What follows belongs to an exercise in optimizing a design on an open flow for small area, a short achievable clock period and few clock cycles; a production flow would make more cautious choices. In this exercise RTL edits were held to simulation tests only and were not proved equivalent to the original.

$ cat flow/standard.sh
#!/bin/bash
# synth_recipe.tcl (not shown) runs the flow's synth.tcl, then flattens the netlist and writes it again
# the make line also repeats each setting of config.mk as NAME=value (left out here)
make -C /OpenROAD-flow-scripts/flow DESIGN_CONFIG=/design/flow/config.mk WORK_HOME=/design/flow/orfs CLKGATE_MAP_FILE= SYNTH_SCRIPT=/design/flow/synth_recipe.tcl "${@:-finish}"
$ cat flow/design.v
module MUL_DIV_top (
    input           clk,
    input           rst_n,
    input  [31:0]   data1,
    input  [31:0]   data2,
    input           MUL_DIV_start,
    input  [2:0]    MUL_DIV_ctrl,
    output [31:0]   MUL_DIV_out,
    output          MUL_DIV_done
);
localparam [3:0] S_IDLE = 4'd0, S_MUL = 4'd1, S_TAIL = 4'd2, S_CORR = 4'd3,
                 S_DPREP = 4'd4, S_ZCHK = 4'd5, S_UP = 4'd6, S_DOWN = 4'd7,
                 S_RCOR = 4'd8, S_FIX = 4'd9, S_UPN = 4'd10;
function [2:0] booth;
    input [2:0] b;
    begin
        booth[2] = b[1] ^ b[0];
        booth[1] = (b == 3'b011) | (b == 3'b100);
        booth[0] = b[2] & ~(b[1] & b[0]);
    end
endfunction
reg  [3:0]  state;
reg         done_r;
reg         op_rem;          
reg         osel;            
reg  [5:0]  cnt;             
reg  [1:0]  ph;              
reg         corr;
reg         asgn, qneg;
reg  [34:0] X;
reg  [31:0] Y;
reg  [32:0] M;
reg         one0, two0, neg0, one1, two1, six1, neg1, magy;
wire        cin = neg0;      
localparam W = 37;
wire [W-1:0] Mx   = {{(W-33){M[32]}}, M};
wire [W-1:0] mag0 = (one0 ? Mx : {W{1'b0}}) | (two0 ? {Mx[W-2:0], 1'b0} : {W{1'b0}})
                  | (magy ? {{(W-32){1'b0}}, Y} : {W{1'b0}});
wire [W-1:0] mag1 = (one1 ? {Mx[W-3:0], 2'b00} : {W{1'b0}}) | (two1 ? {Mx[W-4:0], 3'b000} : {W{1'b0}})
                  | (six1 ? {Mx[W-7:0], 6'b000000} : {W{1'b0}});
wire [W-1:0] A    = {{(W-35){X[34]}}, X};
wire [W-1:0] B    = mag0 ^ {W{neg0}};
wire [W-1:0] C    = mag1 ^ {W{neg1}};
wire [W-1:0] cs_s = A ^ B ^ C;
wire [W-1:0] cs_c = {(A[W-2:0] & B[W-2:0]) | (A[W-2:0] & C[W-2:0]) | (B[W-2:0] & C[W-2:0]), neg1};
wire [W-1:0] S    = cs_s + cs_c + {{(W-1){1'b0}}, cin};
wire         s_neg = S[W-1];
wire        in_div  = MUL_DIV_ctrl[2];
wire        in_as   = in_div ? ~MUL_DIV_ctrl[0] : (MUL_DIV_ctrl[1:0] != 2'd3);  
wire        in_bs   = in_div ? ~MUL_DIV_ctrl[0] : ~MUL_DIV_ctrl[1];             
wire        in_asgn = data1[31] & in_as;
wire        in_bsgn = data2[31] & in_bs;
wire        in_dz   = (data2 == 32'd0);
wire [31:0] in_ae   = data1 ^ {32{in_asgn}};
wire        in_g1   = ~|in_ae[31:7];
wire        in_g2   = ~|in_ae[31:15];
wire        in_g3   = ~|in_ae[31:23];
wire [2:0]  in_jg   = in_g1 ? 3'd1 : in_g2 ? 3'd2 : in_g3 ? 3'd3 : 3'd4;
reg [3:0] nstate;
reg       ndone;
always @* begin
    nstate = state;
    ndone  = 1'b0;
    case (state)
        S_IDLE:  if (MUL_DIV_start) begin
                     if (!in_div) nstate = S_MUL;
                     else if (in_dz) begin nstate = S_IDLE; ndone = 1'b1; end
                     else nstate = in_asgn ? S_DPREP : S_ZCHK;
                 end
        S_MUL:   if (cnt[2:0] == 3'd1) begin
                     if (ph != 2'd0) nstate = S_TAIL;
                     else if (corr) nstate = S_CORR;
                     else begin nstate = S_IDLE; ndone = 1'b1; end
                 end
        S_TAIL:  if (ph == 2'd1) begin nstate = S_IDLE; ndone = 1'b1; end
        S_CORR:  begin nstate = S_IDLE; ndone = 1'b1; end
        S_DPREP: nstate = S_ZCHK;
        S_ZCHK:  if (s_neg) begin nstate = S_IDLE; ndone = 1'b1; end    
                 else nstate = S_UP;
        S_UP, S_UPN: nstate = s_neg ? S_DOWN : S_UPN;
        S_DOWN:  if (cnt == 6'd0) begin
                     if (op_rem & ~asgn & ~s_neg) begin nstate = S_IDLE; ndone = 1'b1; end   
                     else if (op_rem) nstate = S_RCOR;
                     else if (qneg) nstate = S_FIX;
                     else begin nstate = S_IDLE; ndone = 1'b1; end
                 end
        S_RCOR:  if (asgn) nstate = S_FIX;
                 else begin nstate = S_IDLE; ndone = 1'b1; end
        S_FIX:   begin nstate = S_IDLE; ndone = 1'b1; end
        default: nstate = S_IDLE;
    endcase
end
always @(posedge clk or negedge rst_n) begin
    if (!rst_n) begin
        state  <= S_IDLE;
        done_r <= 1'b0;
    end else begin
        state  <= nstate;
        done_r <= ndone;
    end
end
wire [2:0] bd0_in  = booth({data1[1:0], 1'b0});
wire [2:0] bd1_in  = booth(data1[3:1]);
wire [2:0] bd0_y   = booth(Y[5:3]);
wire [2:0] bd1_y   = booth(Y[7:5]);
wire       msgn    = M[32];
localparam [7:0] C_ZERO  = 8'b000_0000_0;
localparam [7:0] C_CORR  = 8'b100_0000_0;      
localparam [7:0] C_NEGY  = 8'b001_0000_1;      
reg  [7:0] nctl;    
wire [7:0] c_m1  = {2'b10, ~msgn, 4'b0000, 1'b0};          
wire [7:0] c_p1  = {2'b10,  msgn, 4'b0000, 1'b0};          
wire [7:0] c_m2  = {2'b01, ~msgn, 4'b0000, 1'b0};          
wire [7:0] c_m4  = {3'b000, 3'b100, ~msgn, 1'b0};          
wire [7:0] c_m8  = {3'b000, 3'b010, ~msgn, 1'b0};          
wire [7:0] c_m64 = {3'b000, 3'b001, ~msgn, 1'b0};          
reg        flip;    
always @* begin
    nctl = C_ZERO;
    flip = 1'b0;
    case (state)
        S_IDLE:  if (!in_div) nctl = {bd0_in, bd1_in[2:1], 1'b0, bd1_in[0], 1'b0};
                 else if (in_asgn) nctl = C_NEGY;
                 else nctl = {2'b10, ~in_bsgn, 4'b0000, 1'b0};
        S_MUL:   if (cnt[2:0] != 3'd1) nctl = {bd0_y, bd1_y[2:1], 1'b0, bd1_y[0], 1'b0};
                 else if (corr && ph == 2'd0) nctl = C_CORR;
        S_DPREP: nctl = c_m1;
        S_ZCHK:  nctl = c_m8;
        S_UP, S_UPN: nctl = s_neg ? c_m4 : c_m64;
        S_DOWN:  begin
                     if (cnt != 6'd0) nctl = (ph == 2'd0) ? c_m2 : c_m1;
                     else if (op_rem) nctl = s_neg ? c_p1 : C_ZERO;   
                     else nctl = C_NEGY;
                     flip = (cnt != 6'd0) & s_neg;
                 end
        S_RCOR:  nctl = C_NEGY;
        default: nctl = C_ZERO;
    endcase
end
always @(posedge clk) {one0, two0, neg0, one1, two1, six1, neg1, magy} <= nctl ^ {2'b00, flip, 3'b000, flip, 1'b0};
always @(posedge clk) begin
    case (state)
        S_IDLE: if (MUL_DIV_start) begin
            op_rem <= MUL_DIV_ctrl[2] & MUL_DIV_ctrl[1];
            X      <= (in_div & ~in_asgn) ? {3'b000, data1} : 35'd0;
            Y      <= data1 | {32{in_div & ~MUL_DIV_ctrl[1] & in_dz}};   
            M      <= {in_bsgn, data2};
            osel   <= ~in_div & (MUL_DIV_ctrl[1:0] != 2'd0);
            cnt    <= in_div ? 6'd2 : {2'b00, in_jg, 1'b0};
            ph     <= 3'd4 - in_jg;
            corr   <= data1[31] & ~in_as;
            asgn   <= in_asgn;
            qneg   <= in_asgn ^ in_bsgn;
        end
        S_MUL: begin
            X   <= {{2{S[W-1]}}, S[W-1:4]};
            Y   <= {S[3:0], Y[31:4]};
            cnt <= cnt - 6'd1;
        end
        S_TAIL: begin
            X    <= {{8{X[34]}}, X[34:8]};
            Y    <= {X[7:0], Y[31:8]};
            ph   <= ph - 2'd1;
        end
        S_CORR: X <= S[34:0];
        S_DPREP: X <= {3'b000, S[31:0]};                   
        S_ZCHK: begin
            if (!op_rem) Y <= 32'd0;                       
        end
        S_UP:  ph <= 2'd0;
        S_UPN: begin
            M    <= {M[29:0], 3'b000};
            cnt  <= cnt + 6'd3;
            ph   <= 2'd0;
        end
        S_DOWN: begin
            X    <= (cnt == 6'd0 && !op_rem) ? 35'd0 : S[34:0];
            Y    <= {Y[30:0], ~s_neg};
            if (ph == 2'd2 && cnt != 6'd0) M <= {M[32], M[32:1]};
            if (cnt == 6'd0) osel <= op_rem & ~asgn & ~s_neg;
            if (ph != 2'd2) ph <= ph + 2'd1;
            cnt  <= cnt - 6'd1;
        end
        S_RCOR: begin
            X <= 35'd0;
            Y <= S[31:0];
        end
        S_FIX: Y <= S[31:0];
        default: ;
    endcase
end
assign MUL_DIV_out  = osel ? X[31:0] : Y;
assign MUL_DIV_done = done_r;
endmodule
$ cat flow/constraint.sdc
create_clock -name core_clock -period 9.0 [get_ports {clk}]
set_input_delay 1.8000 -clock core_clock [delete_from_list [all_inputs] [get_ports {clk}]]
set_output_delay 1.8000 -clock core_clock [all_outputs]
set_load 0.01 [all_outputs]
$ cat flow/config.mk
export PLATFORM = sky130hd
export DESIGN_NAME = MUL_DIV_top
export DESIGN_NICKNAME = MUL_DIV_top
export VERILOG_FILES = /design/flow/design.v
export SDC_FILE = /design/flow/constraint.sdc
export NUM_CORES = 8
export LEC_CHECK = 0
export CAP_MARGIN = 5
export CORE_MARGIN = 2
export CORE_UTILIZATION = 40
export SETUP_SLACK_MARGIN = 4.45
export SLEW_MARGIN = 5
$ cat flow/flow/run.sh
#!/bin/bash
# Own layout flow: the standard ORFS flow with two changes in how the
# layout is built:
#  - the buffer ORFS puts on every input and output port is the smallest one,
#    sky130_fd_sc_hd__buf_1;
#  - clock tree synthesis uses clusters of up to 30 sinks, clkbuf_8 buffers and
#    no dummy loads.
set -euo pipefail
export BUFFER_PORTS_ARGS="-buffer_cell sky130_fd_sc_hd__buf_1"
export CTS_ARGS="-sink_clustering_enable -repair_clock_nets -sink_clustering_size 30 -sink_clustering_max_diameter 80 -buf_list sky130_fd_sc_hd__clkbuf_8 -dont_use_dummy_load"
bash standard.sh > standard.log 2>&1
==> results of run 1 <==
-- worst paths after layout --
kind | cells after the start | startpoint | end | slack [ns]
max | 14 | neg0 | X[26] | 4.55
min | 1 | cnt[0] | cnt[0] | 0.63
min in group asynchronous | 1 | rst_n | done_r | 1.20
max in group asynchronous | 1 | rst_n | state[0] | 7.56
max reg2reg | 14 | neg0 | X[26] | 4.55
min reg2reg | 1 | cnt[0] | cnt[0] | 0.63
-- through the flow --
stage,setup WS [ns],std cells
3_3_place_gp,3.859,1818
2_1_floorplan,4.832,1405
5_1_grt,4.443,1844
3_5_place_dp,3.835,1818
6_report,4.545,1844
4_1_cts,4.509,1835
-- final cells by class --
cell class	count	area, um2	area share, %
clock buffers	17	234.0	1.745
inverters	112	422.9	3.154
multi-input cells	1067	8000	59.66
flip-flops and latches	126	3690	27.52
well taps	396	495.5	3.695
repair buffers	126	566.8	4.227
-- per-layer routing --
metal | vias up | GRT usage (%) | share of wire, %
met3 | 141 | 6.726 | 11
met1 | 5938 | 38.03 | 39
met4 | 0 | 11.64 | 4.2
met5 | - | 0 | 0
li1 | 5403 | - | -
met2 | 815 | 47.11 | 46
-- cell families (layout without fill, tap and decap cells) --
group                      Yosys count  after routing  share of synthesized area (%)
AOI/OAI and AO/OA                  440            440                          27.12
xor gates and xnor gates           108            108                          7.705
muxes                               36             36                          3.246
buffers and inverters              212            255                          6.683
DFF                                126            126                          29.73
adders and majority gates           89             89                          11.24
and+or+nand+nor                    394            394                          14.28
-- synth_stat cells, drive strengths merged (29+ instances only) --
cell / number / area share [%]
o21ai: 61 / 2.5
inv: 111 / 3.4
a22oi: 48 / 2.9
a222oi: 108 / 8.7
xnor2: 71 / 5.1
ha: 52 / 5.3
xor2: 37 / 2.6
clkbuf: 71 / 2.2
nor2: 92 / 2.9
a31oi: 37 / 2.0
edfxtp: 113 / 27
mux2: 30 / 2.8
fa: 37 / 6.0
a21oi: 74 / 3.1
buf: 29 / 1.1
nand2: 194 / 5.9
-- worst max-delay path, cell delays in order, from the launching register on --
cell and delay [ns]:
dfxtp_2 0.31, buf_4 0.47, xnor2_1 0.20, ha_1 0.33
mux2_4 0.34, fa_1 0.47, a21oi_2 0.20, o211ai_1 0.22
a31oi_4 0.32, a31oi_1 0.17, a31oi_2 0.40, buf_4 0.18
xor2_1 0.24, o21ai_0 0.14, a21o_1 0.17
-- timing repair --
action | in CTS | in global routing
gates resized for setup | 8 | 12
setup buffers | 0 | 9
setup endpoints to repair | 42 | 32
pin swaps | 1 | 7
-- sequential cells by signal, summed over array words and instances (netlist names) --
register and count:
X 35, M 33, Y 32, cnt 6, state 4, ph 2, asgn 1, corr 1
done_r 1, magy 1, neg0 1, neg1 1, one0 1, one1 1, op_rem 1, osel 1
qneg 1, six1 1, two0 1, two1 1
==> impl_metrics.ini, run 1 <==
[floorplanning]
die-width_um = 179.9
floorplan.initialDensity_pct = 40.56
design.core.area_um2 = 30510
die_area_um2 = 32360
ios = 103
fp-row-count = 64
die_h_um = 179.9

[setup_path]
path_max_fanout = 36
required_ns = 9.23
endpoint_kind = flop
arrival_ns = 4.68
worstSetupStartpointType = flop
critical_path_class = reg2reg

[detailed_routing]
drtAntennaViolNets = 0
viasPerCell = 6.669
vias = 12297
finalWirelength_mm = 48.88
first_pass_iters = 14
dr.first_iter.drc_count = 2244
wl_per_cell_um = 26.51
drcViolationCount = 0

[clocking]
clkTransAtPathRegs_ns = 0.08
clk_latency_ns = 0.49
cts_root_buf = clkbuf_8
hold_buffers = 0
numCtsBuffers = 17
cts_max_path_buffers = 2
cts_htree_levels = 4
cts_tree = built
cts_sinks = 126

[sta]
clock_skew_ns = 0.03952
grt_setup_unrepaired = no
fin_setup_tns_ns = 0
min_period_ns = 4.455
max_slew.worst_pin.slew_ns = 1.147
hold_slack_ns = 0.6267
hold_violations = 0
fmax_mhz = 224.5
setup_viol = 0
min_period_over_period_pct = 49.50
slew_headroom_pct = 23.44
slew_viol_final = 0

[global_route]
grt_remaining_overflow = 0
antenna_found_initial = 0
grt_pass1_vias = 11588
grt_use_total_pct = 29.26
grt_pass1_wl_mm = 72.54
grt_max_degree = 77

[cells_and_area]
num_antenna_cells = 0
drive_gt1_share_pct = 8.011
areaGrowthSynthToFinish_pct = 8.362
fillers = 3093
fin_nets = 1609
final_common_cell = nand2_1
fin_area_um2 = 13410
final_core_util_pct = 43.95
layout_common_cells = nand2_1, edfxtp_1, inv_1, a222oi_1, buf_1

[synthesis]
synth_cells = 1405
synth_ff_type = edfxtp_1
yosys_warnings = 1
async_flop_share_pct = 3.968
yosysUniqueCellTypes = 82
synth-seq-cells = 126
synth_nets = 1564
synth_area_per_cell_um2 = 8.807
syn_area_um2 = 12370
synth_edf_count = 113
ys_seq_area_share_pct = 29.73

[placement]
postPlaceCellArea_um2 = 13020
gp_congestion = 0.9607
dp_hpwl_mm = 35.05
portBuffers = 102

[flow_run]
drv_cap = 0

[status]
status = timing/DRC/antenna clean

[min_path]
hold_class = reg2reg
Testbench counts, summed over its fixed seeds: cycles 70,916.
==> run 2: changes to the inputs <==
--- a/flow/config.mk
+++ b/flow/config.mk
@@ -8,5 +8,5 @@
 export CAP_MARGIN = 5
 export CORE_MARGIN = 2
 export CORE_UTILIZATION = 40
-export SETUP_SLACK_MARGIN = 4.45
+export SETUP_SLACK_MARGIN = 4.7
 export SLEW_MARGIN = 5
==> impl_metrics.ini, run 2 <==
[status]
status = timing/DRC/antenna clean

[cells_and_area]
areaGrowthSynthToFinish_pct = 11.15
drive_gt1_share_pct = 10.57
largest_reg_flops = 35
layout_common_cells = nand2_1, edfxtp_1, inv_1, a222oi_1, buf_1
largest_registers = X (35), M (33), Y (32)
num_antenna_cells = 0
fin_area_um2 = 13750
top_register = X
final_common_cell = nand2_1
fin_nets = 1628

[sta]
max_slew.worst_pin.slew_ns = 1.129
fin_setup_tns_ns = 0
slew_headroom_pct = 24.68
clock_skew_ns = 0.03869
grt_setup_unrepaired = yes
fmax_mhz = 234.9
hold_violations = 0
setup_viol = 0
min_period_over_period_pct = 47.31
min_period_ns = 4.258
hold_slack_ns = 0.6269
slew_viol_final = 0

[setup_path]
rr_startpoint = M[2]
critical_path_class = reg2reg
required_ns = 9.19
endpoint_kind = flop
critPathLaunch = M[2]
worstSetupStartpointType = flop
path_max_fanout = 6
arrival_ns = 4.45

[synthesis]
synthXorXnorAreaFrac_pct = 7.705
synth_cells = 1405
muxShareOfSynthArea_pct = 3.246
yosysUniqueCellTypes = 82
synth_top_family_by_area = compound AO/OA/AOI/OAI gates
synth_area_per_cell_um2 = 8.807
synth_top_area_share_pct = 27.42
async_flop_share_pct = 3.968
syn_area_um2 = 12370
yosysMostFrequentCell = nand2_1
synth_ff_type = edfxtp_1
synth_compound_area_share_pct = 27.12
synth_fa_ha_area_share_pct = 11.24
synth-seq-cells = 126
synth_edf_count = 113
yosysTopAreaCell = edfxtp_1
synthTopCellsByArea = edfxtp_1, a222oi_1, fa_1
yosys_warnings = 1
ys_seq_area_share_pct = 29.73
synth_nets = 1564
yosys.area_share.simple_pct = 14.28
ys_top_cells_by_count = nand2_1, edfxtp_1, inv_1

[global_route]
grt_pass1_vias = 11611
grt_pass1_wl_mm = 72.55
grt_remaining_overflow = 0
grt_use_total_pct = 29.28
antenna_found_initial = 0
grt_max_degree = 77

[floorplanning]
floorplan.initialDensity_pct = 40.56
ios = 103
fp-row-count = 64
die-width_um = 179.9
design.core.area_um2 = 30510
die_area_um2 = 32360
die_h_um = 179.9

[flow_run]
drv_cap = 0

[detailed_routing]
vias = 12444
drtAntennaViolNets = 0
finalWirelength_mm = 49.26
wl_per_cell_um = 26.44
viasPerCell = 6.680
dr.first_iter.drc_count = 2297
first_pass_iters = 10
drcViolationCount = 0

[min_path]
hold_start = cnt[0]
hold_class = reg2reg

[clocking]
hold_buffers = 0
cts_sinks = 126
cts_htree_levels = 4
cts_max_path_buffers = 2
cts_tree = built
numCtsBuffers = 17
clkTransAtPathRegs_ns = 0.08
cts_root_buf = clkbuf_8
clk_latency_ns = 0.49

[placement]
postPlaceCellArea_um2 = 13020
dp_hpwl_mm = 35.05
portBuffers = 102
gp_congestion = 0.9607
run 2: cell type report:
class,count,area (um2)
fillers,3055,16750
multi-input cells,1067,8165
flip-flops and latches,126,3695
repair buffers,145,742.0
well taps,396,495.5
inverters,112,422.9
clock buffers,17,234.0
run 2: repair_timing:
action / 4_1_cts / 5_1_grt
gates resized for setup: 19 / 46
endpoints found under the setup margin: 62 / 39
pin swaps: 5 / 28
buffers inserted: 5 / 23
run 2: per-stage QoR:
step | std cells | setup WS (ns) | util, %
after global placement | 1818 | 3.859 | 42.68
final | 1863 | 4.742 | 45.08
after CTS | 1840 | 4.701 | 43.80
after floorplan | 1405 | 4.832 | -
after global routing | 1863 | 4.556 | 45.08
after detailed placement | 1818 | 3.835 | 42.68
run 2: critical path: stages (launching register included):
cell	delay (ns)
edfxtp_1	0.54
buf_4	0.20
a222oi_1	0.32
xnor2_1	0.18
fa_1	0.45
ha_1	0.35
nand2_1	0.19
o21ai_2	0.13
o31ai_4	0.31
buf_12	0.17
nor4_4	0.03
buf_4	0.17
nor4_2	0.25
buf_4	0.18
nor2_4	0.04
xnor2_2	0.17
buf_4	0.17
o221ai_2	0.11
run 2: kinds of logic after synthesis:
| logic type | Yosys count |
|---|---|
| AO/OA/AOI/OAI | 440 |
| adder cells (fa/ha/maj) | 89 |
| AND/OR/NAND/NOR | 394 |
| multiplexers | 36 |
| XOR/XNOR | 108 |
| buffers and inverters | 212 |
| flip-flops | 126 |
run 2: final timing paths:
kind / endpoint / slack (ns) / cells past startpoint
hold reg to reg: cnt[0] / 0.63 / 1
setup / recovery: X[31] / 4.74 / 17
setup reg to reg: X[31] / 4.74 / 17
max in group asynchronous: state[0] / 7.55 / 1
min in group asynchronous: done_r / 1.20 / 1
hold / removal: cnt[0] / 0.63 / 1
run 2: metal layers:
| layer | part of all wire, % | up-vias | track usage, % |
|---|---|---|---|
| met1 | 39 | 6070 | 37.83 |
| met4 | 3.7 | 0 | 11.67 |
| met5 | 0 | - | 0 |
| li1 | - | 5435 | - |
| met3 | 11 | 138 | 6.888 |
| met2 | 46 | 801 | 47.26 |
==> run 3: changes to the inputs <==
--- a/flow/config.mk
+++ b/flow/config.mk
@@ -8,5 +8,5 @@
 export CAP_MARGIN = 5
 export CORE_MARGIN = 2
 export CORE_UTILIZATION = 40
-export SETUP_SLACK_MARGIN = 4.7
+export SETUP_SLACK_MARGIN = 4.6
 export SLEW_MARGIN = 5
==> impl_metrics.ini, run 3 <==
[synthesis]
yosys.area_share.simple_pct = 14.28
synthXorXnorAreaFrac_pct = 7.705
synth_top_family_by_area = compound AO/OA/AOI/OAI gates
yosysUniqueCellTypes = 82
ys_seq_area_share_pct = 29.73
async_flop_share_pct = 3.968
yosysMostFrequentCell = nand2_1
synth_edf_count = 113
synth_area_per_cell_um2 = 8.807
synth_nets = 1564
synth_compound_area_share_pct = 27.12
synth-seq-cells = 126
muxShareOfSynthArea_pct = 3.246
synth_cells = 1405
yosysTopAreaCell = edfxtp_1
ys_top_cells_by_count = nand2_1, edfxtp_1, inv_1
synth_top_area_share_pct = 27.42
synth_fa_ha_area_share_pct = 11.24
yosys_warnings = 1
synthTopCellsByArea = edfxtp_1, a222oi_1, fa_1
synth_ff_type = edfxtp_1
syn_area_um2 = 12370

[setup_path]
slowest_stage = and2_2
critical_path_class = in2reg
r2r-end = X[30]
rrSetupSlack_ns = 4.72
crit_family = simple AND/OR/NAND/NOR gates
crit_buf_inv = 1
arrival_ns = 4.61
path_cells = buf_1 -> o21ai_0 -> nand2_1 -> and2_2 -> a22oi_1 -> o221ai_1
rr_startpoint = M[3]
worstSetupStartpointType = input port
crit_path_max_incr_delay_ns = 0.87
endpoint_kind = flop
required_ns = 9.28
r2r_cells = 13
path_max_fanout = 31

[sta]
min_period_ns = 4.333
max_slew.worst_pin.slew_ns = 1.142
grt_setup_unrepaired = yes
setup_viol = 0
slew_headroom_pct = 23.80
slew_viol_final = 0
hold_slack_ns = 0.6270
min_period_over_period_pct = 48.14
fin_setup_tns_ns = 0
fmax_mhz = 230.8
clock_skew_ns = 0.04186
hold_violations = 0
layout_setup_ws_ns = 4.667

[global_route]
grt_pass1_vias = 11594
grt_remaining_overflow = 0
antenna_found_initial = 0
grt_max_degree = 77
grt_use_total_pct = 29.28
grt_pass1_wl_mm = 72.58

[cells_and_area]
multi_input_area_um2 = 8093
final_common_cell = nand2_1
fillers = 3070
final_cell_count_no_fill = 1846
largest_reg_flops = 35
fin_nets = 1610
layout_common_cells = nand2_1, edfxtp_1, inv_1, a222oi_1, buf_1
final_core_util_pct = 44.37
largest_registers = X (35), M (33), Y (32)
top_register = X
areaGrowthSynthToFinish_pct = 9.393
drive_gt1_share_pct = 8.834
regArea_um2 = 3695

[detailed_routing]
first_pass_iters = 15
vias = 12226
wl_per_cell_um = 26.51
drcViolationCount = 0
viasPerCell = 6.623
drtAntennaViolNets = 0
finalWirelength_mm = 48.94
dr.first_iter.drc_count = 2309

[placement]
dp_hpwl_mm = 35.05
gp_congestion = 0.9607
place_ws_ns = 3.835
portBuffers = 102
placedCellCount = 1818

[min_path]
hold-path-cell-count = 1
hold_class = reg2reg
hold_start = cnt[0]
holdPathEnd = cnt[0]

[clocking]
numCtsBuffers = 17
clkTransAtPathRegs_ns = 0.07
cts_tree = built
cts_htree_levels = 4
cts_root_buf = clkbuf_8
cts_sinks = 126
cts_max_path_buffers = 2
hold_buffers = 0
clk_latency_ns = 0.49

[flow_run]
drv_cap = 0

[status]
status = timing/DRC/antenna clean

[floorplanning]
design.core.area_um2 = 30510
ios = 103
die_area_um2 = 32360
die-width_um = 179.9
fp-row-count = 64
floorplan.initialDensity_pct = 40.56
die_h_um = 179.9
-- run 3: cell counts after synthesis --
Identical to the previous run, type by type.
-- run 3: layer usage --
layer  vias to the layer above  GRT usage (%)  wire length, um
met1                      5918          38.05            19340
met4                         0          11.64             1931
met5                         -              0                0
met3                       127          6.726             5120
met2                       775          47.17            22550
li1                       5406              -                -
-- run 3: final cells by class --
cell class / count / share of cell area (%)
repair buffers: 127 / 4.390
well taps: 396 / 3.660
multi-input cells: 1067 / 59.78
clock buffers: 17 / 1.728
diodes: 1 / 0.01849
inverters: 112 / 3.124
flip-flops and latches: 126 / 27.29
-- run 3: repair_timing --
action | CTS | global route
gates resized for setup | 10 | 33
pin swaps | 3 | 12
setup buffers | 2 | 8
endpoints found under the setup margin | 54 | 37
-- run 3: worst max path at each step --
stage / depth (start not counted) / slack (ns) / start / end
5_1_grt: 16 / 4.54 / two1 / X[31]
3_5_place_dp: 13 / 3.84 / neg1 / X[27]
3_3_place_gp: 13 / 3.86 / neg1 / X[27]
4_1_cts: 13 / 4.60 / M[7] / X[27]
2_1_floorplan: 4 / 4.83 / MUL_DIV_start / Y[0]
6_report: 6 / 4.67 / MUL_DIV_ctrl[2] / X[5]
-- run 3: kinds of logic (layout without fill, tap and decap cells) --
| logic type | count (synthesis) | in the layout |
|---|---|---|
| other | 0 | 1 |
| buffers and inverters | 212 | 256 |
| DFF | 126 | 126 |
| and+or+nand+nor | 394 | 394 |
| xor gates and xnor gates | 108 | 108 |
| AOI/OAI and AO/OA | 440 | 440 |
| adders and majority gates | 89 | 89 |
| muxes | 36 | 36 |
-- run 3: stage by stage --
stage / area, um2
2_1_floorplan: 12370
3_3_place_gp: 13020
3_5_place_dp: 13020
4_1_cts: 13300
5_1_grt: 13530
6_report: 13540
-- run 3: worst register-to-register path, stage by stage (launching register included) --
cell      delay [ns]
edfxtp_1        0.54
a222oi_1        0.43
xor2_1          0.13
fa_1            0.49
inv_1           0.04
ha_1            0.32
nand2_1         0.16
o211ai_1        0.46
a31oi_4         0.23
a31oi_4         0.27
a31oi_4         0.17
o31a_1          0.38
xnor2_1         0.14
a221o_1         0.29
==> run 4: changes to the inputs <==
--- a/flow/config.mk
+++ b/flow/config.mk
@@ -5,8 +5,8 @@
 export SDC_FILE = /design/flow/constraint.sdc
 export NUM_CORES = 8
 export LEC_CHECK = 0
-export CAP_MARGIN = 5
+export CAP_MARGIN = 0
 export CORE_MARGIN = 2
 export CORE_UTILIZATION = 40
 export SETUP_SLACK_MARGIN = 4.6
-export SLEW_MARGIN = 5
+export SLEW_MARGIN = 0
==> impl_metrics.ini, run 4 <==
[status]
status = timing/DRC/antenna clean

[cells_and_area]
regArea_um2 = 3695
top_register = X
final_common_cell = nand2_1
largest_reg_flops = 35
multi_input_area_um2 = 8093
largest_registers = X (35), M (33), Y (32)
areaGrowthSynthToFinish_pct = 9.393
drive_gt1_share_pct = 8.834
fin_nets = 1610
layout_common_cells = nand2_1, edfxtp_1, inv_1, a222oi_1, buf_1
fillers = 3070

[global_route]
grt_pass1_wl_mm = 72.58
grt_pass1_vias = 11594
grt_max_degree = 77
antenna_found_initial = 0
grt_use_total_pct = 29.28
grt_remaining_overflow = 0

[setup_path]
required_ns = 9.28
path_max_fanout = 31
slowest_stage = and2_2
worstSetupStartpointType = input port
endpoint_kind = flop
path_cells = buf_1 -> o21ai_0 -> nand2_1 -> and2_2 -> a22oi_1 -> o221ai_1
crit_buf_inv = 1
crit_family = simple AND/OR/NAND/NOR gates
arrival_ns = 4.61
critical_path_class = in2reg
crit_path_max_incr_delay_ns = 0.87

[sta]
setup_viol = 0
fmax_mhz = 230.8
layout_setup_ws_ns = 4.667
hold_violations = 0
min_period_ns = 4.333
fin_setup_tns_ns = 0
slew_viol_final = 0
max_slew.worst_pin.slew_ns = 1.142
min_period_over_period_pct = 48.14
grt_setup_unrepaired = yes
clock_skew_ns = 0.04186
slew_headroom_pct = 23.80

[clocking]
clkTransAtPathRegs_ns = 0.07
cts_root_buf = clkbuf_8
cts_htree_levels = 4
hold_buffers = 0
numCtsBuffers = 17
cts_tree = built
cts_sinks = 126
clk_latency_ns = 0.49
cts_max_path_buffers = 2

[synthesis]
yosysMostFrequentCell = nand2_1
ys_seq_area_share_pct = 29.73
synth_ff_type = edfxtp_1
synth_nets = 1564
synth_cells = 1405
synth-seq-cells = 126
synth_top_area_share_pct = 27.42
ys_top_cells_by_count = nand2_1, edfxtp_1, inv_1
async_flop_share_pct = 3.968
synthTopCellsByArea = edfxtp_1, a222oi_1, fa_1
yosysTopAreaCell = edfxtp_1
yosysUniqueCellTypes = 82
yosys_warnings = 1
synth_edf_count = 113
syn_area_um2 = 12370
synth_area_per_cell_um2 = 8.807

[detailed_routing]
finalWirelength_mm = 48.94
first_pass_iters = 15
drcViolationCount = 0
drtAntennaViolNets = 0
wl_per_cell_um = 26.51
vias = 12226
dr.first_iter.drc_count = 2309
viasPerCell = 6.623

[floorplanning]
die-width_um = 179.9
die_h_um = 179.9
fp-row-count = 64
die_area_um2 = 32360
ios = 103
design.core.area_um2 = 30510
floorplan.initialDensity_pct = 40.56

[placement]
portBuffers = 102
gp_congestion = 0.9607
place_ws_ns = 3.835
dp_hpwl_mm = 35.05

[flow_run]
drv_cap = 0

[min_path]
hold_class = reg2reg
==> run 4: layout make-up <==
class                   count  share of cell area, %
diodes                      1                0.01849
clock buffers              17                  1.728
inverters                 112                  3.124
multi-input cells        1067                  59.78
flip-flops and latches    126                  27.29
well taps                 396                  3.660
repair buffers            127                  4.390
==> run 4: cells by family (layout without fill, tap and decap cells) <==
logic type | Yosys count | in the layout | share of synthesized area, %
AOI/OAI and AO/OA | 440 | 440 | 27.12
xor gates and xnor gates | 108 | 108 | 7.705
adders and majority gates | 89 | 89 | 11.24
buffers and inverters | 212 | 256 | 6.683
DFF | 126 | 126 | 29.73
muxes | 36 | 36 | 3.246
other | 0 | 1 | 0
and+or+nand+nor | 394 | 394 | 14.28
==> run 4: what timing repair did <==
action	CTS	global route
buffers inserted	2	8
pin swaps	3	12
gates resized for setup	10	33
endpoints found under the setup margin	54	37
hold endpoints to repair	0	0
==> run 4: final timing paths <==
path                                       from        to  slack (ns)  depth (start not counted)
max in group asynchronous                 rst_n  state[1]        7.55                          1
worst max register to register             M[3]     X[30]        4.72                         13
min in group asynchronous                 rst_n    done_r        1.21                          1
worst min-delay path                     cnt[0]    cnt[0]        0.63                          1
worst min register to register           cnt[0]    cnt[0]        0.63                          1
worst max-delay path            MUL_DIV_ctrl[2]      X[5]        4.67                          6
==> run 4: stage by stage <==
| stage | cell area [um2] | utilization [%] | hold WS [ns] | cells |
|---|---|---|---|---|
| finish | 13540 | 44.37 | 0.6270 | 1846 |
| global placement | 13020 | 42.68 | 0.6085 | 1818 |
| CTS | 13300 | 43.61 | 0.6295 | 1837 |
| detailed placement | 13020 | 42.68 | 0.6200 | 1818 |
| floorplan | 12370 | - | 0.5501 | 1405 |
| global route | 13530 | 44.36 | 0.6704 | 1845 |
==> run 4: layer usage <==
metal / up-vias / wire length, um / part of all wire (%) / GRT usage [%]
met1: 5918 / 19340 / 40 / 38.05
met2: 775 / 22550 / 46 / 47.17
met4: 0 / 1931 / 3.9 / 11.64
met3: 127 / 5120 / 10 / 6.726
li1: 5406 / - / - / -
met5: - / 0 / 0 / 0
==> run 5: changes to the inputs <==
--- a/flow/config.mk
+++ b/flow/config.mk
@@ -5,8 +5,9 @@
 export SDC_FILE = /design/flow/constraint.sdc
 export NUM_CORES = 8
 export LEC_CHECK = 0
-export CAP_MARGIN = 0
+export CAP_MARGIN = 5
 export CORE_MARGIN = 2
 export CORE_UTILIZATION = 40
+export PLACE_DENSITY = 0.5
 export SETUP_SLACK_MARGIN = 4.6
-export SLEW_MARGIN = 0
+export SLEW_MARGIN = 5
==> impl_metrics.ini, run 5 <==
[status]
status = timing/DRC/antenna clean

[synthesis]
synth_area_per_cell_um2 = 8.807
synth-seq-cells = 126
muxShareOfSynthArea_pct = 3.246
yosys_warnings = 1
synth_top_area_share_pct = 27.42
yosysUniqueCellTypes = 82
synth_fa_ha_area_share_pct = 11.24
synth_cells = 1405
ys_seq_area_share_pct = 29.73
synth_edf_count = 113
synth_nets = 1564
synth_top_family_by_area = compound AO/OA/AOI/OAI gates
synth_compound_area_share_pct = 27.12
yosysMostFrequentCell = nand2_1
synthTopCellsByArea = edfxtp_1, a222oi_1, fa_1
async_flop_share_pct = 3.968
ys_top_cells_by_count = nand2_1, edfxtp_1, inv_1
synth_ff_type = edfxtp_1
yosysTopAreaCell = edfxtp_1
yosys.area_share.simple_pct = 14.28
synthXorXnorAreaFrac_pct = 7.705
syn_area_um2 = 12370

[detailed_routing]
finalWirelength_mm = 51.06
wl_per_cell_um = 27.61
dr.first_iter.drc_count = 2248
vias = 12174
viasPerCell = 6.584
drtAntennaViolNets = 0
drcViolationCount = 0
first_pass_iters = 10

[clocking]
clkTransAtPathRegs_ns = 0.08
numCtsBuffers = 17
hold_buffers = 0
cts_root_buf = clkbuf_8
cts_max_path_buffers = 2
cts_tree = built
cts_htree_levels = 4
clk_latency_ns = 0.50
cts_sinks = 126

[setup_path]
required_ns = 9.21
critical_path_class = reg2reg
crit_path_max_incr_delay_ns = 0.53
path_cells = a222oi_1 -> xor2_1 -> fa_1 -> inv_1 -> fa_1 -> a21oi_2 -> o211ai_1 -> a31oi_4 -> a31oi_4 -> a21oi_1 -> xnor2_1 -> a222oi_1 -> o21ai_0
arrival_ns = 4.47
slowest_stage = edfxtp_1
crit_family = compound AO/OA/AOI/OAI gates
crit_buf_inv = 1
worstSetupStartpointType = flop
path_max_fanout = 6
endpoint_kind = flop

[sta]
min_period_ns = 4.261
hold_violations = 0
clock_skew_ns = 0.03315
fin_setup_tns_ns = 0
setup_viol = 0
slew_headroom_pct = 26.28
fmax_mhz = 234.7
min_period_over_period_pct = 47.34
slew_viol_final = 0
max_slew.worst_pin.slew_ns = 1.105
grt_setup_unrepaired = yes

[placement]
dp_hpwl_mm = 37.15
gp_congestion = 0.8951
portBuffers = 102
postPlaceCellArea_um2 = 13060

[global_route]
grt_max_degree = 63
grt_pass1_wl_mm = 75.13
grt_use_total_pct = 30.76
grt_remaining_overflow = 0
antenna_found_initial = 1
grt_pass1_vias = 11519

[cells_and_area]
final_common_cell = nand2_1
layout_common_cells = nand2_1, edfxtp_1, inv_1, a222oi_1, buf_1
areaGrowthSynthToFinish_pct = 9.080
drive_gt1_share_pct = 8.672
fin_nets = 1614
fin_area_um2 = 13500
fillers = 3120
multi_input_area_um2 = 8049
num_antenna_cells = 0
top_register = X
regArea_um2 = 3685
largest_reg_flops = 35
largest_registers = X (35), M (33), Y (32)

[floorplanning]
floorplan.initialDensity_pct = 40.56
ios = 103
fp-row-count = 64
die_h_um = 179.9
die-width_um = 179.9
design.core.area_um2 = 30510
die_area_um2 = 32360

[flow_run]
drv_cap = 0

[min_path]
hold_class = reg2reg
## run 5: cell counts after synthesis
No cell type changed its count.
## run 5: final cells by class
cell class / instances / area share (%)
Multi-Input combinational cell: 1067 / 59.63
Clock buffer: 17 / 1.733
Inverter: 112 / 3.133
Sequential cell: 126 / 27.30
Tap cell: 396 / 3.671
Timing Repair Buffer: 131 / 4.533
## run 5: final timing paths
check / start / depth (start not counted) / to / slack [ns]
max: M[0] / 13 / X[22] / 4.74
min: cnt[0] / 1 / cnt[0] / 0.63
max reg2reg: M[0] / 13 / X[22] / 4.74
min reg2reg: cnt[0] / 1 / cnt[0] / 0.63
max in group asynchronous: rst_n / 1 / state[3] / 7.59
min in group asynchronous: rst_n / 1 / state[2] / 1.16
## run 5: logic make-up (layout without fill, tap and decap cells)
kind of cell | after synthesis | in the layout
xor gates and xnor gates | 108 | 108
adders and majority gates | 89 | 89
buffers and inverters | 212 | 260
DFF | 126 | 126
muxes | 36 | 36
and+or+nand+nor | 394 | 394
AOI/OAI and AO/OA | 440 | 440
## run 5: timing repair
item                       4_1_cts  5_1_grt
pin swaps                        1       12
gates resized for setup          8       23
setup buffers                    1        8
hold endpoints to repair         0        0
setup endpoints to repair       51       31
## run 5: per-layer routing
metal	vias up	global-route usage, %	routed length, um
met4	0	10.96	1720
met3	99	6.908	4911
li1	5415	-	-
met5	-	0	0
met2	722	49.35	23790
met1	5938	40.72	20640
## run 5: metrics by stage
stage	std cells	hold WS (ns)	setup WS [ns]	util (%)
after global routing	1849	0.6675	4.562	44.24
after detailed placement	1823	0.6285	4.039	42.80
final	1849	0.6331	4.739	44.24
after global placement	1823	0.6134	4.139	42.80
after CTS	1841	0.6372	4.625	43.69
after floorplan	1405	0.5501	4.832	-
==> run 6: changes to the inputs <==
==> flow/flow/run.sh (replaced) <==
#!/bin/bash
# Own layout flow: the standard ORFS flow with two changes in how the
# layout is built:
#  - the buffer ORFS puts on every input and output port is a small one,
#    sky130_fd_sc_hd__buf_2;
#  - clock tree synthesis uses clusters of up to 30 sinks, clkbuf_8 buffers and
#    no dummy loads.
set -euo pipefail
export BUFFER_PORTS_ARGS="-buffer_cell sky130_fd_sc_hd__buf_2"
export CTS_ARGS="-sink_clustering_enable -repair_clock_nets -sink_clustering_size 30 -sink_clustering_max_diameter 80 -buf_list sky130_fd_sc_hd__clkbuf_8 -dont_use_dummy_load"
bash standard.sh > standard.log 2>&1
==> impl_metrics.ini, run 6 <==
[floorplanning]
die_area_um2 = 32360
ios = 103
fp-row-count = 64
floorplan.initialDensity_pct = 40.56
design.core.area_um2 = 30510
die-width_um = 179.9
die_h_um = 179.9

[cells_and_area]
fin_nets = 1616
drive_gt1_share_pct = 16.15
areaGrowthSynthToFinish_pct = 10.52
regArea_um2 = 3685
fillers = 3033
multi_input_area_um2 = 8077
largest_reg_flops = 35
num_antenna_cells = 0
top_register = X
final_core_util_pct = 44.82
layout_common_cells = nand2_1, edfxtp_1, inv_1, a222oi_1, buf_2
largest_registers = X (35), M (33), Y (32)
final_common_cell = nand2_1

[clocking]
clk_latency_ns = 0.49
cts_tree = built
numCtsBuffers = 17
cts_max_path_buffers = 2
clkTransAtPathRegs_ns = 0.06
cts_htree_levels = 4
hold_buffers = 0
cts_root_buf = clkbuf_8
cts_sinks = 126

[setup_path]
slowest_stage = edfxtp_1
endpoint_kind = flop
crit_family = compound AO/OA/AOI/OAI gates
crit_buf_inv = 1
path_cells = a222oi_1 -> xnor2_1 -> fa_1 -> inv_1 -> ha_1 -> a211oi_1 -> nand2_1 -> o31ai_4 -> nor4_4 -> nor4_2 -> o21ai_0 -> mux2i_1 -> o221ai_1
path_max_fanout = 7
worstSetupStartpointType = flop
crit_path_max_incr_delay_ns = 0.53
required_ns = 9.19
arrival_ns = 4.47
critical_path_class = reg2reg

[detailed_routing]
drcViolationCount = 0
viasPerCell = 6.571
finalWirelength_mm = 51.14
vias = 12163
drtAntennaViolNets = 0
first_pass_iters = 10
wl_per_cell_um = 27.63
dr.first_iter.drc_count = 2440

[synthesis]
synth_top_area_share_pct = 27.42
synth_edf_count = 113
synth-seq-cells = 126
synth_nets = 1564
yosysTopAreaCell = edfxtp_1
synth_cells = 1405
syn_area_um2 = 12370
synth_ff_type = edfxtp_1
synthTopCellsByArea = edfxtp_1, a222oi_1, fa_1
async_flop_share_pct = 3.968
synth_area_per_cell_um2 = 8.807
ys_top_cells_by_count = nand2_1, edfxtp_1, inv_1
yosys_warnings = 1
yosysMostFrequentCell = nand2_1
yosysUniqueCellTypes = 82
ys_seq_area_share_pct = 29.73

[sta]
clock_skew_ns = 0.02442
min_period_over_period_pct = 47.64
slew_headroom_pct = 28.46
fin_setup_tns_ns = 0
grt_setup_unrepaired = no
setup_viol = 0
fmax_mhz = 233.2
max_slew.worst_pin.slew_ns = 1.072
hold_violations = 0
hold_slack_ns = 0.6144
min_period_ns = 4.288
slew_viol_final = 0

[status]
status = timing/DRC/antenna clean

[placement]
portBuffers = 102
dp_hpwl_mm = 36.91
gp_congestion = 0.9147

[global_route]
grt_remaining_overflow = 0
antenna_found_initial = 1
grt_pass1_wl_mm = 74.89
grt_pass1_vias = 11368
grt_use_total_pct = 30.69
grt_max_degree = 63

[flow_run]
drv_cap = 0

[min_path]
hold_class = reg2reg
-- run 6: kinds of logic (layout without fill, tap and decap cells) --
logic type      Yosys count  after routing  synth area share (%)
compound gates          440            440                 27.12
xor+xnor                108            108                 7.705
fa+ha+maj                89             89                 11.24
buf+inv                 212            262                 6.683
flops                   126            126                 29.73
mux                      36             36                 3.246
simple gates            394            394                 14.28
-- run 6: area by class of cell --
type	instances	area share, %
repair buffers	133	5.572
flip-flops and latches	126	26.94
multi-input cells	1067	59.06
well taps	396	3.623
inverters	112	3.092
clock buffers	17	1.711
-- run 6: timing repair --
| action | CTS | global route |
|---|---|---|
| pin swaps | 1 | 14 |
| gates resized for setup | 5 | 36 |
| setup buffers | 1 | 12 |
| setup endpoints to repair | 51 | 43 |
-- run 6: metrics by stage --
step	setup WS, ns	area, um2	std cells
after floorplan	4.832	12370	1405
after global placement	4.179	13170	1821
after detailed placement	4.036	13170	1821
after CTS	4.543	13430	1839
after global routing	4.599	13680	1851
final	4.712	13680	1851
-- run 6: path summary, 6_finish.rpt --
| path | startpoint | endpoint | slack, ns | cells past startpoint |
|---|---|---|---|---|
| worst max-delay path | M[5] | X[31] | 4.71 | 13 |
| worst min-delay path | cnt[0] | cnt[0] | 0.61 | 1 |
| worst max register to register | M[5] | X[31] | 4.71 | 13 |
| worst min register to register | cnt[0] | cnt[0] | 0.61 | 1 |
| max in group asynchronous | rst_n | state[2] | 7.74 | 1 |
| min in group asynchronous | rst_n | state[0] | 1.12 | 1 |
-- run 6: per-layer routing --
layer / up-vias / wire length (um) / share of wire (%) / global-route usage, %
met2: 739 / 24010 / 47 / 48.74
met4: 0 / 1396 / 2.7 / 9.789
met3: 81 / 5018 / 9.8 / 6.665
met5: - / 0 / 0 / 0
met1: 5907 / 20720 / 41 / 41.66
li1: 5436 / - / - / -
==> run 7: changes to the inputs <==
==> flow/run.sh (new file) <==
#!/bin/bash
# synth_recipe.tcl (not shown) runs the flow's synth.tcl, then flattens the netlist and writes it again
# the make line also repeats each setting of config.mk as NAME=value (left out here)
make -C /OpenROAD-flow-scripts/flow DESIGN_CONFIG=/design/flow/config.mk WORK_HOME=/design/flow/orfs CLKGATE_MAP_FILE= SYNTH_SCRIPT=/design/flow/synth_recipe.tcl finish
==> flow/config.mk (replaced) <==
export PLATFORM = sky130hd
export DESIGN_NAME = MUL_DIV_top
export DESIGN_NICKNAME = MUL_DIV_top
export VERILOG_FILES = /design/flow/design.v
export SDC_FILE = /design/flow/constraint.sdc
export NUM_CORES = 8
export LEC_CHECK = 0
export CAP_MARGIN = 20
export CORE_MARGIN = 2
export CORE_UTILIZATION = 40
export CTS_BUF_LIST = sky130_fd_sc_hd__clkbuf_8
export CTS_CLUSTER_DIAMETER = 80
export CTS_CLUSTER_SIZE = 30
export SETUP_SLACK_MARGIN = 4.6
export SLEW_MARGIN = 20
removed: flow/flow/run.sh
removed: flow/standard.sh
==> impl_metrics.ini, run 7 <==
[status]
status = timing/DRC/antenna clean

[synthesis]
synth-seq-cells = 126
yosysMostFrequentCell = nand2_1
synth_nets = 1564
synth_area_per_cell_um2 = 8.807
ys_seq_area_share_pct = 29.73
yosys_warnings = 1
synthTopCellsByArea = edfxtp_1, a222oi_1, fa_1
yosysUniqueCellTypes = 82
async_flop_share_pct = 3.968
synth_edf_count = 113
synth_ff_type = edfxtp_1
syn_area_um2 = 12370
synth_top_area_share_pct = 27.42
ys_top_cells_by_count = nand2_1, edfxtp_1, inv_1
yosysTopAreaCell = edfxtp_1
synth_cells = 1405

[cells_and_area]
fin_nets = 1622
largest_reg_flops = 35
layout_common_cells = nand2_1, edfxtp_1, inv_1, a222oi_1, clkdlybuf4s50_1
areaGrowthSynthToFinish_pct = 17.10
drive_gt1_share_pct = 10.77
num_antenna_cells = 0
fin_area_um2 = 14490
final_common_cell = nand2_1
fillers = 2963
largest_registers = X (35), M (33), Y (32)
top_register = X

[clocking]
cts_max_path_buffers = 2
cts_htree_levels = 4
numCtsBuffers = 17
cts_sinks = 126
hold_buffers = 0
cts_tree = built
clk_latency_ns = 0.49
cts_root_buf = clkbuf_8
clkTransAtPathRegs_ns = 0.09

[global_route]
grt_max_degree = 59
antenna_found_initial = 0
grt_use_total_pct = 29.76
grt_pass1_vias = 11726
grt_pass1_wl_mm = 73.65
grt_remaining_overflow = 0

[detailed_routing]
dr.first_iter.drc_count = 2252
first_pass_iters = 20
drtAntennaViolNets = 0
vias = 12556
viasPerCell = 6.707
drcViolationCount = 0
finalWirelength_mm = 50.05
wl_per_cell_um = 26.73

[floorplanning]
die_h_um = 179.9
floorplan.initialDensity_pct = 40.56
fp-row-count = 64
die-width_um = 179.9
die_area_um2 = 32360
ios = 103
design.core.area_um2 = 30510

[sta]
setup_viol = 0
hold_violations = 0
min_period_ns = 4.284
slew_viol_final = 0
max_slew.worst_pin.slew_ns = 0.9834
grt_setup_unrepaired = no
fin_setup_tns_ns = 0
fmax_mhz = 233.4
slew_headroom_pct = 34.44
min_period_over_period_pct = 47.60
clock_skew_ns = 0.02100

[setup_path]
worstSetupStartpointType = flop
required_ns = 9.24
slowest_stage = edfxtp_1
crit_path_max_incr_delay_ns = 0.54
crit_family = compound AO/OA/AOI/OAI gates
arrival_ns = 4.52
crit_buf_inv = 2
path_max_fanout = 7
endpoint_kind = flop
critical_path_class = reg2reg
path_cells = a222oi_1 -> xor2_1 -> fa_1 -> inv_1 -> fa_1 -> a21oi_2 -> o211ai_1 -> buf_4 -> a31oi_4 -> a31oi_2 -> a31oi_4 -> mux2i_1 -> nand2_1 -> a221o_1

[min_path]
hold_class = reg2reg

[placement]
postPlaceCellArea_um2 = 13670
portBuffers = 102
gp_congestion = 0.9464
dp_hpwl_mm = 35.75

[flow_run]
drv_cap = 0
==> run 7: metrics by stage <==
step	worst slack, ns	utilization, %	hold slack, ns	instances
after CTS	4.596	46.53	0.6352	1854
after floorplan	4.832	-	0.5501	1405
after detailed placement	3.674	44.82	0.6212	1821
final	4.716	47.49	0.6337	1872
after global routing	4.590	47.49	0.6590	1872
after global placement	3.674	44.82	0.6126	1821
==> run 7: repair_timing <==
action,CTS,global route
buffers inserted,1,18
endpoints found under the setup margin,58,31
cloned,0,0
gates resized for setup,19,31
pin swaps,1,9
==> run 7: path summary, 6_finish.rpt <==
path / endpoint / depth (start not counted) / from / slack [ns]
worst max-delay path: X[30] / 14 / M[1] / 4.72
worst min-delay path: cnt[0] / 1 / cnt[0] / 0.63
worst max register to register: X[30] / 14 / M[1] / 4.72
worst min register to register: cnt[0] / 1 / cnt[0] / 0.63
max in group asynchronous: state[2] / 1 / rst_n / 7.25
min in group asynchronous: state[0] / 1 / rst_n / 1.55
==> run 7: metal layers <==
layer / wire [um] / GRT usage (%) / vias up
met1: 19350 / 38.72 / 6068
met4: 1827 / 11.25 / 0
li1: - / - / 5455
met2: 23260 / 47.72 / 890
met3: 5612 / 7.415 / 143
met5: 0 / 0 / -
==> run 7: cell type report <==
type | count | area, um2 | area share [%]
clock inverter | 15 | 210.2 | 1.451
sequential | 126 | 3696 | 25.51
multi-input combinational | 1067 | 8125 | 56.07
tap | 396 | 495.5 | 3.419
clock buffer | 17 | 234.0 | 1.615
timing repair buffer | 139 | 1306 | 9.015
inverter | 112 | 422.9 | 2.919
==> run 7: cell families (layout without fill, tap and decap cells) <==
logic type	Yosys count	count (layout)	share of synthesized area (%)
AO/OA/AOI/OAI	440	440	27.12
XOR/XNOR	108	108	7.705
adder cells (fa/ha/maj)	89	89	11.24
buffers and inverters	212	283	6.683
flip-flops	126	126	29.73
multiplexers	36	36	3.246
AND/OR/NAND/NOR	394	394	14.28

==> static timing again, ports no longer ideal <==
The results above use ideal ports. As a check the final layouts listed here were re-extracted and re-timed, cells and wires unchanged.
Step 1: set_driving_cell puts a clkbuf_16 on clk and a buf_2 on each other input, an assumption about the parent block.
Step 2 moves the port delays by t, midway between the first and last clock arrival at a register: inputs arrive t later, outputs are due t later. That takes back most of the time a late clock gives input paths.
Slacks: no drivers / after step 1 / after step 2; pairs: no drivers / after step 1.
| run | shift t [ns] | setup WS [ns] | worst setup path after step 2 | clock arrival spread, ns | slew at the worst register clock pin (ns) |
|---|---|---|---|---|---|
| run 1 | 0.520 | 4.545 / 4.545 / 4.168 | input to register | 0.039 / 0.039 | 0.11 / 0.11 |
| run 2 | 0.519 | 4.742 / 4.742 / 4.368 | input to register | 0.039 / 0.038 | 0.11 / 0.11 |
| run 3 | 0.516 | 4.667 / 4.682 / 4.166 | input to register | 0.042 / 0.042 | 0.11 / 0.11 |
| run 4 | 0.516 | 4.667 / 4.682 / 4.166 | input to register | 0.042 / 0.042 | 0.11 / 0.11 |
| run 5 | 0.528 | 4.739 / 4.739 / 4.561 | input to register | 0.033 / 0.033 | 0.08 / 0.08 |
| run 6 | 0.530 | 4.712 / 4.712 / 4.543 | input to register | 0.025 / 0.024 | 0.08 / 0.08 |
| run 7 | 0.524 | 4.716 / 4.716 / 4.273 | input to register | 0.021 / 0.021 | 0.10 / 0.10 |
After both steps setup and hold are still met in every run listed.
